Source: an optimization exercise on an open RTL-to-GDS flow (aim: small area). Production flows keep margins and buffers that such runs may drop.
RTL that was checked went through simulation tests only; none was proved equivalent to the original.
Power figures rest on the tool's default switching activity, not on a simulated workload.

// missile_predictor_fpga
module missile_predictor_fpga(
    input clk50mhz,
    input rst,
    input uart_rx,
    output reg servo_pwm_out_x,
    output reg servo_pwm_out_y
);
Settings: LEC_CHECK=0, CAP_MARGIN=20, CORE_MARGIN=2, CORE_UTILIZATION=80, SLEW_MARGIN=20; clock period 20.0 ns.
standard.sh (not shown) runs the stock make flow with config.mk's settings and CLKGATE_MAP_FILE= SYNTH_SCRIPT=/design/flow/synth_recipe.tcl, a recipe that flattens the netlist after the stock synthesis.
==> flow/flow/run.sh <==
#!/bin/bash
# Own layout flow:
#  1. the standard synthesis (standard.sh synth);
#  2. its combinational logic re-mapped for area by ABC (flow/remap.tcl),
#     keeping every register cell and name of the standard synthesis;
#  3. the standard layout from floorplan on (standard.sh), with the
#     clock tree synthesis arguments overridden (no dummy loads).
# Each tool's output goes to a log file of its own in this folder.
set -euo pipefail
R=orfs/results/${FLOW_PLATFORM}/missile_predictor_fpga/base
export CTS_ARGS="-sink_clustering_enable -repair_clock_nets -dont_use_dummy_load -sink_clustering_size 35 -sink_clustering_max_diameter 60 -buf_list {sky130_fd_sc_hd__clkbuf_8 sky130_fd_sc_hd__clkbuf_16} -sink_clustering_buffer sky130_fd_sc_hd__clkbuf_16 -root_buf sky130_fd_sc_hd__clkbuf_8"

bash standard.sh synth > log_1_standard_synth.log 2>&1
cp "$R/1_2_yosys.v" standard_synth.v

export REMAP_LIB="${FLOW_HOME}/platforms/${FLOW_PLATFORM}/lib/sky130_fd_sc_hd__tt_025C_1v80.lib"
export REMAP_IN="$PWD/standard_synth.v"
export REMAP_OUT="$PWD/remapped.v"
"${FLOW_HOME}/../tools/install/yosys/bin/yosys" -c flow/remap.tcl > log_2_remap.log 2>&1

cp remapped.v "$R/1_2_yosys.v"
rm -f "$R/1_synth.odb" "$R/1_synth.sdc"
bash standard.sh > log_3_standard_layout.log 2>&1
==> flow/flow/remap.tcl <==
# Re-map the combinational logic of the standard synthesis for area.
# The registers stay the cells (and instance names) the standard synthesis
# gave them: their cell modules are black boxes, everything else is
# flattened back to gates and mapped again by ABC.
set lib $::env(REMAP_LIB)
yosys read_liberty -ignore_miss_func $lib
yosys read_verilog $::env(REMAP_IN)
yosys hierarchy -top $::env(FLOW_TOP)
yosys setattr -mod -set blackbox 1 sky130_fd_sc_hd__dfxtp_1 sky130_fd_sc_hd__edfxtp_1
yosys flatten -separator _
yosys opt_clean
yosys abc -liberty $lib -dont_use sky130_fd_sc_hd__probe_p_8 -dont_use sky130_fd_sc_hd__probec_p_8 -dont_use *lpflow* -script "+strash;dch,-f;amap;strash;dch,-f;amap;strash;dch,-f;amap;topo"
yosys hilomap -singleton -hicell sky130_fd_sc_hd__conb_1 HI -locell sky130_fd_sc_hd__conb_1 LO
yosys splitnets
yosys opt_clean -purge
yosys stat -liberty $lib
yosys write_verilog -noattr -noexpr -nohex -nodec $::env(REMAP_OUT)
The first run completed with no timing, DRC or antenna violations.
Then changed:
--- a/flow/flow/run.sh
+++ b/flow/flow/run.sh
@@ -9,5 +9,6 @@
 set -euo pipefail
 R=orfs/results/${FLOW_PLATFORM}/missile_predictor_fpga/base
-export CTS_ARGS="-sink_clustering_enable -repair_clock_nets -dont_use_dummy_load -sink_clustering_size 35 -sink_clustering_max_diameter 60 -buf_list {sky130_fd_sc_hd__clkbuf_8 sky130_fd_sc_hd__clkbuf_16} -sink_clustering_buffer sky130_fd_sc_hd__clkbuf_16 -root_buf sky130_fd_sc_hd__clkbuf_8"
+export BUFFER_PORTS_ARGS="-buffer_cell sky130_fd_sc_hd__buf_1"
+export CTS_ARGS="-sink_clustering_enable -repair_clock_nets -dont_use_dummy_load -sink_clustering_size 30 -sink_clustering_max_diameter 80 -buf_list {sky130_fd_sc_hd__clkbuf_8 sky130_fd_sc_hd__clkbuf_16} -sink_clustering_buffer sky130_fd_sc_hd__clkbuf_16 -root_buf sky130_fd_sc_hd__clkbuf_8"
 
 bash standard.sh synth > log_1_standard_synth.log 2>&1
Settings changed: CORE_UTILIZATION 80 to 70, GPL_ROUTABILITY_DRIVEN set to 0, GPL_TIMING_DRIVEN set to 0.
After rerunning: Worst setup slack improves by 270 ps. Wire length fell by a quarter to a third. Total power fell slightly. Final area fell slightly.
Then changed:
Settings changed: GPL_ROUTABILITY_DRIVEN 0 to unset, GPL_TIMING_DRIVEN 0 to unset.
After rerunning:
- The changed run completed without violations
- via count goes up by 2.4%
- utilization came out higher by 0.11 points
- global-route usage is higher by 0.83 points
- sequential share of layout area decreases by 0.10 points
- clock power is about the same
- clock-buffer cell count does not change
Then changed:
--- a/flow/flow/run.sh
+++ b/flow/flow/run.sh
@@ -9,5 +9,4 @@
 set -euo pipefail
 R=orfs/results/${FLOW_PLATFORM}/missile_predictor_fpga/base
-export BUFFER_PORTS_ARGS="-buffer_cell sky130_fd_sc_hd__buf_1"
 export CTS_ARGS="-sink_clustering_enable -repair_clock_nets -dont_use_dummy_load -sink_clustering_size 30 -sink_clustering_max_diameter 80 -buf_list {sky130_fd_sc_hd__clkbuf_8 sky130_fd_sc_hd__clkbuf_16} -sink_clustering_buffer sky130_fd_sc_hd__clkbuf_16 -root_buf sky130_fd_sc_hd__clkbuf_8"
 
Settings changed: CORE_UTILIZATION 70 to 80.
What happened: Setup slack is worse by 400 ps; total power goes up slightly; wire length goes up by a quarter to a third; non-clock buffer count goes up by 1.


missile_predictor_fpga, a different RTL version from the one above (not shown whole).
Size: roughly 770 cells after synthesis, about 280 flip-flops, roughly 5 I/O pins.
==> flow/config.mk <==
export PLATFORM = sky130hd
export DESIGN_NAME = missile_predictor_fpga
export DESIGN_NICKNAME = missile_predictor_fpga
export VERILOG_FILES = /design/flow/design.v
export SDC_FILE = /design/flow/constraint.sdc
export NUM_CORES = 4
export LEC_CHECK = 0
export CAP_MARGIN = 20
export CORE_MARGIN = 2
export CORE_UTILIZATION = 70
export SLEW_MARGIN = 20
==> flow/constraint.sdc <==
create_clock -name core_clock -period 20.0 [get_ports {clk50mhz}]
set_input_delay 4.0000 -clock core_clock [delete_from_list [all_inputs] [get_ports {clk50mhz}]]
set_output_delay 4.0000 -clock core_clock [all_outputs]
set_load 0.01 [all_outputs]
==> flow/flow/run.sh <==
#!/bin/bash
set -euo pipefail
export CTS_ARGS="-sink_clustering_enable -repair_clock_nets -dont_use_dummy_load -sink_clustering_size 12 -sink_clustering_max_diameter 40 -buf_list {sky130_fd_sc_hd__clkbuf_4 sky130_fd_sc_hd__clkbuf_8 sky130_fd_sc_hd__clkbuf_16} -sink_clustering_buffer sky130_fd_sc_hd__clkbuf_4"
bash standard.sh > orfs_flow.log 2>&1
The starting point ran to the end with no violations.
Then changed:
==> flow/flow/run.sh (replaced) <==
#!/bin/bash
set -euo pipefail
export CTS_ARGS="-sink_clustering_enable -repair_clock_nets -sink_clustering_size 30 -sink_clustering_max_diameter 80 -buf_list {sky130_fd_sc_hd__clkbuf_8 sky130_fd_sc_hd__clkbuf_16} -sink_clustering_buffer sky130_fd_sc_hd__clkbuf_16 -root_buf sky130_fd_sc_hd__clkbuf_8 -dont_use_dummy_load"
bash standard.sh > orfs_flow.log 2>&1
Flip-flop and latch count does not change.
Area after synthesis stays the same.
Via count decreases by 0.55%.
Fmax barely changes.
Combinational power hardly moves.
Wire length increases by about 4%.
Cell count decreases by 1.8%.
Clock-buffer cell count decreases by 17.
Critical path depth is unchanged.
Utilization increases by 0.11 points.
Then changed:
==> flow/flow/run.sh (replaced) <==
#!/bin/bash
set -euo pipefail
export CTS_ARGS="-sink_clustering_enable -repair_clock_nets -sink_clustering_size 30 -sink_clustering_max_diameter 80 -buf_list sky130_fd_sc_hd__clkbuf_16 -dont_use_dummy_load"
bash standard.sh > orfs_flow.log 2>&1
What happened: Synthesized area does not change; fmax goes up by about 0.8%; utilization goes up by 0.27 points; power goes up by about 1.8%; wire length is about the same; register-to-register slack improves by 0.04 ns; die area does not change; first-iteration DRC count goes down by about 11%.
Then changed:
==> flow/flow/run.sh (replaced) <==
#!/bin/bash
set -euo pipefail
export CTS_ARGS="-sink_clustering_enable -repair_clock_nets -sink_clustering_size 20 -sink_clustering_max_diameter 60 -buf_list {sky130_fd_sc_hd__clkbuf_8 sky130_fd_sc_hd__clkbuf_16} -sink_clustering_buffer sky130_fd_sc_hd__clkbuf_8 -dont_use_dummy_load"
bash standard.sh > orfs_flow.log 2>&1
Result:
- setup slack gets better by 0.039 ns
- via count shrinks by 1.4%
- routed wire length shrinks by 5.9%
- maximum frequency grows by 0.72%
- global-route usage shrinks by 1.2 points
- clock power shrinks by 9.9%
- design area shrinks by 0.46%
- total power shrinks by 3.1%
Function was not checked in any run of this note: the RTL went through the layout flow alone.


v53:
missile_predictor_fpga with an RTL version that a note above also has.
Size in the first run: ~720 cells after synthesis, about 5 I/O pins.
Settings: LEC_CHECK=0, CAP_MARGIN=20, CORE_MARGIN=2, CORE_UTILIZATION=70, SLEW_MARGIN=20; clock period 20.0 ns.
==> flow/flow/run.sh <==
#!/bin/bash
# Own layout flow:
#  1. the standard synthesis (standard.sh synth);
#  2. its combinational logic re-mapped for area by ABC (flow/remap.tcl),
#     keeping every register cell and name of the standard synthesis;
#  3. the standard layout from floorplan on (standard.sh), with the
#     clock tree synthesis arguments overridden (no dummy loads).
# Each tool's output goes to a log file of its own in this folder.
set -euo pipefail
R=orfs/results/${FLOW_PLATFORM}/missile_predictor_fpga/base
export CTS_ARGS="-sink_clustering_enable -repair_clock_nets -dont_use_dummy_load -sink_clustering_size 40 -sink_clustering_max_diameter 50 -buf_list {sky130_fd_sc_hd__clkbuf_8 sky130_fd_sc_hd__clkbuf_16} -sink_clustering_buffer sky130_fd_sc_hd__clkbuf_16 -root_buf sky130_fd_sc_hd__clkbuf_8"

bash standard.sh synth > log_1_standard_synth.log 2>&1
cp "$R/1_2_yosys.v" standard_synth.v

export REMAP_LIB="${FLOW_HOME}/platforms/${FLOW_PLATFORM}/lib/sky130_fd_sc_hd__tt_025C_1v80.lib"
export REMAP_IN="$PWD/standard_synth.v"
export REMAP_OUT="$PWD/remapped.v"
"${FLOW_HOME}/../tools/install/yosys/bin/yosys" -c flow/remap.tcl > log_2_remap.log 2>&1

cp remapped.v "$R/1_2_yosys.v"
rm -f "$R/1_synth.odb" "$R/1_synth.sdc"
bash standard.sh > log_3_standard_layout.log 2>&1
Scripts as last shown in full above: flow/flow/remap.tcl
Relative to v53, the following input files were edited for v45:
--- a/flow/flow/run.sh
+++ b/flow/flow/run.sh
@@ -9,5 +9,5 @@
 set -euo pipefail
 R=orfs/results/${FLOW_PLATFORM}/missile_predictor_fpga/base
-export CTS_ARGS="-sink_clustering_enable -repair_clock_nets -dont_use_dummy_load -sink_clustering_size 40 -sink_clustering_max_diameter 50 -buf_list {sky130_fd_sc_hd__clkbuf_8 sky130_fd_sc_hd__clkbuf_16} -sink_clustering_buffer sky130_fd_sc_hd__clkbuf_16 -root_buf sky130_fd_sc_hd__clkbuf_8"
+export CTS_ARGS="-sink_clustering_enable -repair_clock_nets -dont_use_dummy_load -sink_clustering_size 30 -sink_clustering_max_diameter 80 -buf_list {sky130_fd_sc_hd__clkbuf_8 sky130_fd_sc_hd__clkbuf_16} -sink_clustering_buffer sky130_fd_sc_hd__clkbuf_16 -root_buf sky130_fd_sc_hd__clkbuf_8"
 
 bash standard.sh synth > log_1_standard_synth.log 2>&1
### Flow results
Diff v53..v45 | number of buffers on the longest clock path | unchanged
Compared with v53, in v45 post-synthesis to final-layout area growth decreased by 0.63 points relative to the old numbers, overall power after layout shows a reduction of 0.025 mW, share of the cycle needed by the critical path after routing decreased by 0.23 points relative to the old numbers, total wire length after detailed routing went down by 3.3%.
Relative to v45, the following input files were edited for v12:
- GPL_ROUTABILITY_DRIVEN: unset -> 0
- GPL_TIMING_DRIVEN: unset -> 0
--- a/flow/flow/run.sh
+++ b/flow/flow/run.sh
@@ -9,5 +9,6 @@
 set -euo pipefail
 R=orfs/results/${FLOW_PLATFORM}/missile_predictor_fpga/base
-export CTS_ARGS="-sink_clustering_enable -repair_clock_nets -dont_use_dummy_load -sink_clustering_size 30 -sink_clustering_max_diameter 80 -buf_list {sky130_fd_sc_hd__clkbuf_8 sky130_fd_sc_hd__clkbuf_16} -sink_clustering_buffer sky130_fd_sc_hd__clkbuf_16 -root_buf sky130_fd_sc_hd__clkbuf_8"
+export BUFFER_PORTS_ARGS="-buffer_cell sky130_fd_sc_hd__buf_1"
+export CTS_ARGS="-sink_clustering_enable -repair_clock_nets -dont_use_dummy_load -sink_clustering_size 18 -sink_clustering_max_diameter 50 -buf_list {sky130_fd_sc_hd__clkbuf_8 sky130_fd_sc_hd__clkbuf_16} -sink_clustering_buffer sky130_fd_sc_hd__clkbuf_8 -root_buf sky130_fd_sc_hd__clkbuf_8"
 
 bash standard.sh synth > log_1_standard_synth.log 2>&1
v12 has layout buffering overhead excluding clock cells below what v45 had.
[compare] base=v45 new=v12: core utilization saw a decrease, global-route usage saw a decrease, wire length of the first global-routing pass saw a decrease, sequential share of cell area saw an increase.
Cell internal power dissipation of v12 falls short of that of v45 by a few percent.
Comparing v12 and v45, the lower layout-stage area growth over the synthesis result was measured on v12.
Cell area | v12 vs v45 | v12 smaller
Inputs modified between v12 and v51:
--- a/flow/flow/run.sh
+++ b/flow/flow/run.sh
@@ -9,6 +9,5 @@
 set -euo pipefail
 R=orfs/results/${FLOW_PLATFORM}/missile_predictor_fpga/base
-export BUFFER_PORTS_ARGS="-buffer_cell sky130_fd_sc_hd__buf_1"
-export CTS_ARGS="-sink_clustering_enable -repair_clock_nets -dont_use_dummy_load -sink_clustering_size 18 -sink_clustering_max_diameter 50 -buf_list {sky130_fd_sc_hd__clkbuf_8 sky130_fd_sc_hd__clkbuf_16} -sink_clustering_buffer sky130_fd_sc_hd__clkbuf_8 -root_buf sky130_fd_sc_hd__clkbuf_8"
+export CTS_ARGS="-sink_clustering_enable -repair_clock_nets -dont_use_dummy_load -sink_clustering_size 30 -sink_clustering_max_diameter 80 -buf_list {sky130_fd_sc_hd__clkbuf_8 sky130_fd_sc_hd__clkbuf_16} -sink_clustering_buffer sky130_fd_sc_hd__clkbuf_16 -root_buf sky130_fd_sc_hd__clkbuf_8"
 
 bash standard.sh synth > log_1_standard_synth.log 2>&1
Results
v51 packs its core more tightly than v12.
Compared with v12, in v51 worst hold slack lower; sequential cell count roughly the same; cell-internal power higher; later-pin clock latency in the skew report higher.
Between v51 and v12, proportion of cell area occupied by registers is lower for v51, v12 comes in above that.
Max freq v12 -> v51: degraded
Clock network area share in v51 is 0.18 points above v12.
Diff v12 -> v51 | met1 global-route usage | increase of 0.62 points
In v51, area growth from synthesis to layout is higher than in v12.
Relative to v12, power consumption has increased by 0.014 mW in v51.


== wip/onyx ==
Another version of the RTL of missile_predictor_fpga (not shown whole).
Size: roughly 770 cells after synthesis, about 280 flip-flops, about 5 I/O pins, about 0.0091 sq mm of cells after synthesis.
clock: 20.0 ns
lec_check: 0
cap_margin: 20
core_margin: 2
core_utilization: 60
cts_buf_list: sky130_fd_sc_hd__clkbuf_2 sky130_fd_sc_hd__clkbuf_4
cts_cluster_size: 30
slew_margin: 20
run.sh (not shown) runs the stock make flow with config.mk's settings and CLKGATE_MAP_FILE= SYNTH_SCRIPT=/design/flow/synth_recipe.tcl, a recipe that flattens the netlist after the stock synthesis.
Stock flow here: none of the scripts above is used.
Every stage of the flow completed for wip/onyx, and the final layout passed the timing, DRC and antenna checks.
> inputs changed (wip/onyx -> wip/indigo)
- CORE_UTILIZATION changed from 60 to 70
- CTS_CLUSTER_DIAMETER newly set to 80
- CTS_BUF_LIST changed from sky130_fd_sc_hd__clkbuf_2 sky130_fd_sc_hd__clkbuf_4 to sky130_fd_sc_hd__clkbuf_8 sky130_fd_sc_hd__clkbuf_16
Results
wip/onyx → wip/indigo: share of total power in combinational logic went up by 0.6 points, number of buffers between clock root and the deepest sink was more or less identical, total routed wirelength went up by 690 um.
wip/indigo ends up with a total clock buffers created by CTS that is 56 lower than in wip/onyx.
Comparing wip/indigo and wip/onyx, overall die height is higher on wip/onyx.
Lower core outline area was reported by wip/indigo, not wip/onyx.
Of the two values seen for origin of the worst setup path, slot_y$_SDFFE_PP0N_ was produced by wip/indigo and servo_pwm_out_y$_SDFF_PP0_ by wip/onyx.
Detailed placement HPWL (lower): wip/onyx
| setup slack | wip/indigo vs wip/onyx | better |
Of wip/indigo and wip/onyx, it is wip/indigo that has the lower overall power of the completed layout.
Diff wip/onyx..wip/indigo | boundary pin count | unchanged
wip/indigo ends up with a utilization of the core after routing that is 6.5 points higher than in wip/onyx.
Input changes introduced in wip/lagoon (baseline for comparison: wip/indigo):
- clearing CTS_CLUSTER_SIZE, which used to be 30
- swapping 70 for 40 in CORE_UTILIZATION
- clearing CTS_BUF_LIST, which used to be sky130_fd_sc_hd__clkbuf_8 sky130_fd_sc_hd__clkbuf_16
- clearing CTS_CLUSTER_DIAMETER, which used to be 80
### Flow results
Between wip/lagoon and wip/indigo, share of final layout cell area taken by non-clock buffers is higher for wip/lagoon, wip/indigo comes in under that. Compared with wip/indigo, wip/lagoon shows a worst hold slack after final layout that is 0.012 ns higher. Looking at overall power of the completed layout, wip/lagoon sits 30% above wip/indigo. Clock-pin slew on the worst setup and hold paths: wip/lagoon vs wip/indigo down 0.04 ns.
Relative to wip/lagoon, the following input files were edited for wip/harbor:
- swapping 40 for 70 in CORE_UTILIZATION
==> flow/flow/run.sh (new file) <==
#!/bin/bash
set -euo pipefail
export CTS_ARGS="-sink_clustering_enable -repair_clock_nets -sink_clustering_size 30 -sink_clustering_max_diameter 80 -buf_list {sky130_fd_sc_hd__clkbuf_8 sky130_fd_sc_hd__clkbuf_16} -dont_use_dummy_load"
bash standard.sh > orfs_flow.log 2>&1
==> flow/standard.sh (new file) <==
#!/bin/bash
# synth_recipe.tcl (not shown) runs the flow's synth.tcl, then flattens the netlist and writes it again
# the make line also repeats each setting of config.mk as NAME=value (left out here)
make -C /OpenROAD-flow-scripts/flow DESIGN_CONFIG=/design/flow/config.mk WORK_HOME=/design/flow/orfs CLKGATE_MAP_FILE= SYNTH_SCRIPT=/design/flow/synth_recipe.tcl "${@:-finish}"
removed: flow/run.sh
[summary]
wip/harbor vs. wip/lagoon: full die area shrank by about 40%; die width dropped about 24%; net switching power of the design went down about 20%; fraction of power spent switching nets moved up.
Here is what was changed in the inputs of wip/quartz compared with wip/harbor.
- CTS_CLUSTER_DIAMETER: unset -> 100
- CTS_CLUSTER_SIZE: unset -> 30
- CORE_UTILIZATION: 70 -> 60
- CTS_BUF_LIST: unset -> sky130_fd_sc_hd__clkbuf_16
==> flow/run.sh (new file) <==
#!/bin/bash
# synth_recipe.tcl (not shown) runs the flow's synth.tcl, then flattens the netlist and writes it again
# the make line also repeats each setting of config.mk as NAME=value (left out here)
make -C /OpenROAD-flow-scripts/flow DESIGN_CONFIG=/design/flow/config.mk WORK_HOME=/design/flow/orfs CLKGATE_MAP_FILE= SYNTH_SCRIPT=/design/flow/synth_recipe.tcl finish
removed: flow/flow/run.sh
removed: flow/standard.sh
Results
Period utilization: wip/quartz lower than wip/harbor. Post-detailed-placement half-perimeter wirelength: wip/harbor and wip/quartz compared, lower one is wip/quartz. Insertion delay to the later sink of the worst-skew pair sits higher in wip/quartz than in wip/harbor. [wip/quartz] worst setup slack after layout rose 0.053 ns relative to wip/harbor. Reported for wip/harbor and wip/quartz, total nets after synthesis turned out identical to the last digit. Compared with wip/harbor, wip/quartz shows a number of gates on the worst path with buffers counted that is 14 lower. Sort wip/harbor and wip/quartz by growth of design area from synthesis to finish, descending, and wip/quartz comes first. wip/quartz: number of non-clock buffers in the layout is 3 higher than what wip/harbor reported. Delta (wip/quartz minus wip/harbor): max-cap check violation count level, total number of placement rows has increased. wip/quartz reports its launching instance or port of the critical path as servo_pwm_out_y$_SDFF_PP0_ while wip/harbor reports slot_y$_SDFFE_PP0N_.

-- separate check: timing with driven ports --
No port has a modelled driver above. Below, the same layouts with a new extraction and two added sets of constraints.
Step 1 sets driving cells, clkbuf_16 on the clock port and buf_2 on the other inputs (assumed; they add their load-dependent delay and slew).
Step 2 also shifts input and output timing later by t, the mid clock arrival at the registers, as if the neighbouring blocks saw the same clock.
a / b / c = no drivers / after step 1 / after step 2; a / b = the first two.
run	shift t [ns]	setup WS [ns]	hold slack, ns	worst slew at a driven data input, ns	pins driven straight from the clock port
the first run of note 1	0.536	13.859 / 13.859 / 13.392	0.318 / 0.318 / 0.318	0.04	1
the second run of note 1	0.538	14.132 / 14.146 / 13.608	0.267 / 0.267 / 0.267	0.03	1
the third run of note 1	0.526	14.242 / 14.242 / 13.901	0.325 / 0.325 / 0.325	0.03	1
the fourth run of note 1	0.540	13.846 / 13.832 / 13.292	0.269 / 0.269 / 0.269	0.05	1
the first run of note 2	0.515	14.534 / 14.534 / 14.193	0.295 / 0.295 / 0.295	0.03	1
the second run of note 2	0.536	14.524 / 14.524 / 14.160	0.311 / 0.311 / 0.311	0.03	1
the third run of note 2	0.495	14.568 / 14.568 / 14.165	0.311 / 0.311 / 0.311	0.03	1
the fourth run of note 2	0.493	14.607 / 14.607 / 14.187	0.304 / 0.304 / 0.304	0.03	1
v53	0.549	13.909 / 13.920 / 13.370	0.264 / 0.264 / 0.264	0.03	1
v45	0.524	13.954 / 13.965 / 13.440	0.322 / 0.322 / 0.322	0.03	1
v12	0.526	14.141 / 14.155 / 13.629	0.331 / 0.331 / 0.331	0.03	1
v51	0.526	14.076 / 14.089 / 13.563	0.291 / 0.291 / 0.291	0.03	1
wip/onyx	0.671	14.536 / 14.500 / 14.164	0.316 / 0.315 / 0.315	0.03	1
wip/indigo	0.500	14.597 / 14.597 / 14.195	0.310 / 0.310 / 0.310	0.03	1
wip/lagoon	0.563	14.649 / 14.605 / 14.501	0.322 / 0.322 / 0.322	0.03	1
wip/harbor	0.493	14.615 / 14.615 / 14.192	0.287 / 0.287 / 0.287	0.03	1
wip/quartz	0.518	14.668 / 14.627 / 14.190	0.316 / 0.316 / 0.316	0.03	1
After both steps every run listed still meets setup and hold. The setup slack of the fourth run of note 1, which loses most, moves by -0.014 ns with the drivers and by -0.554 ns with both steps.
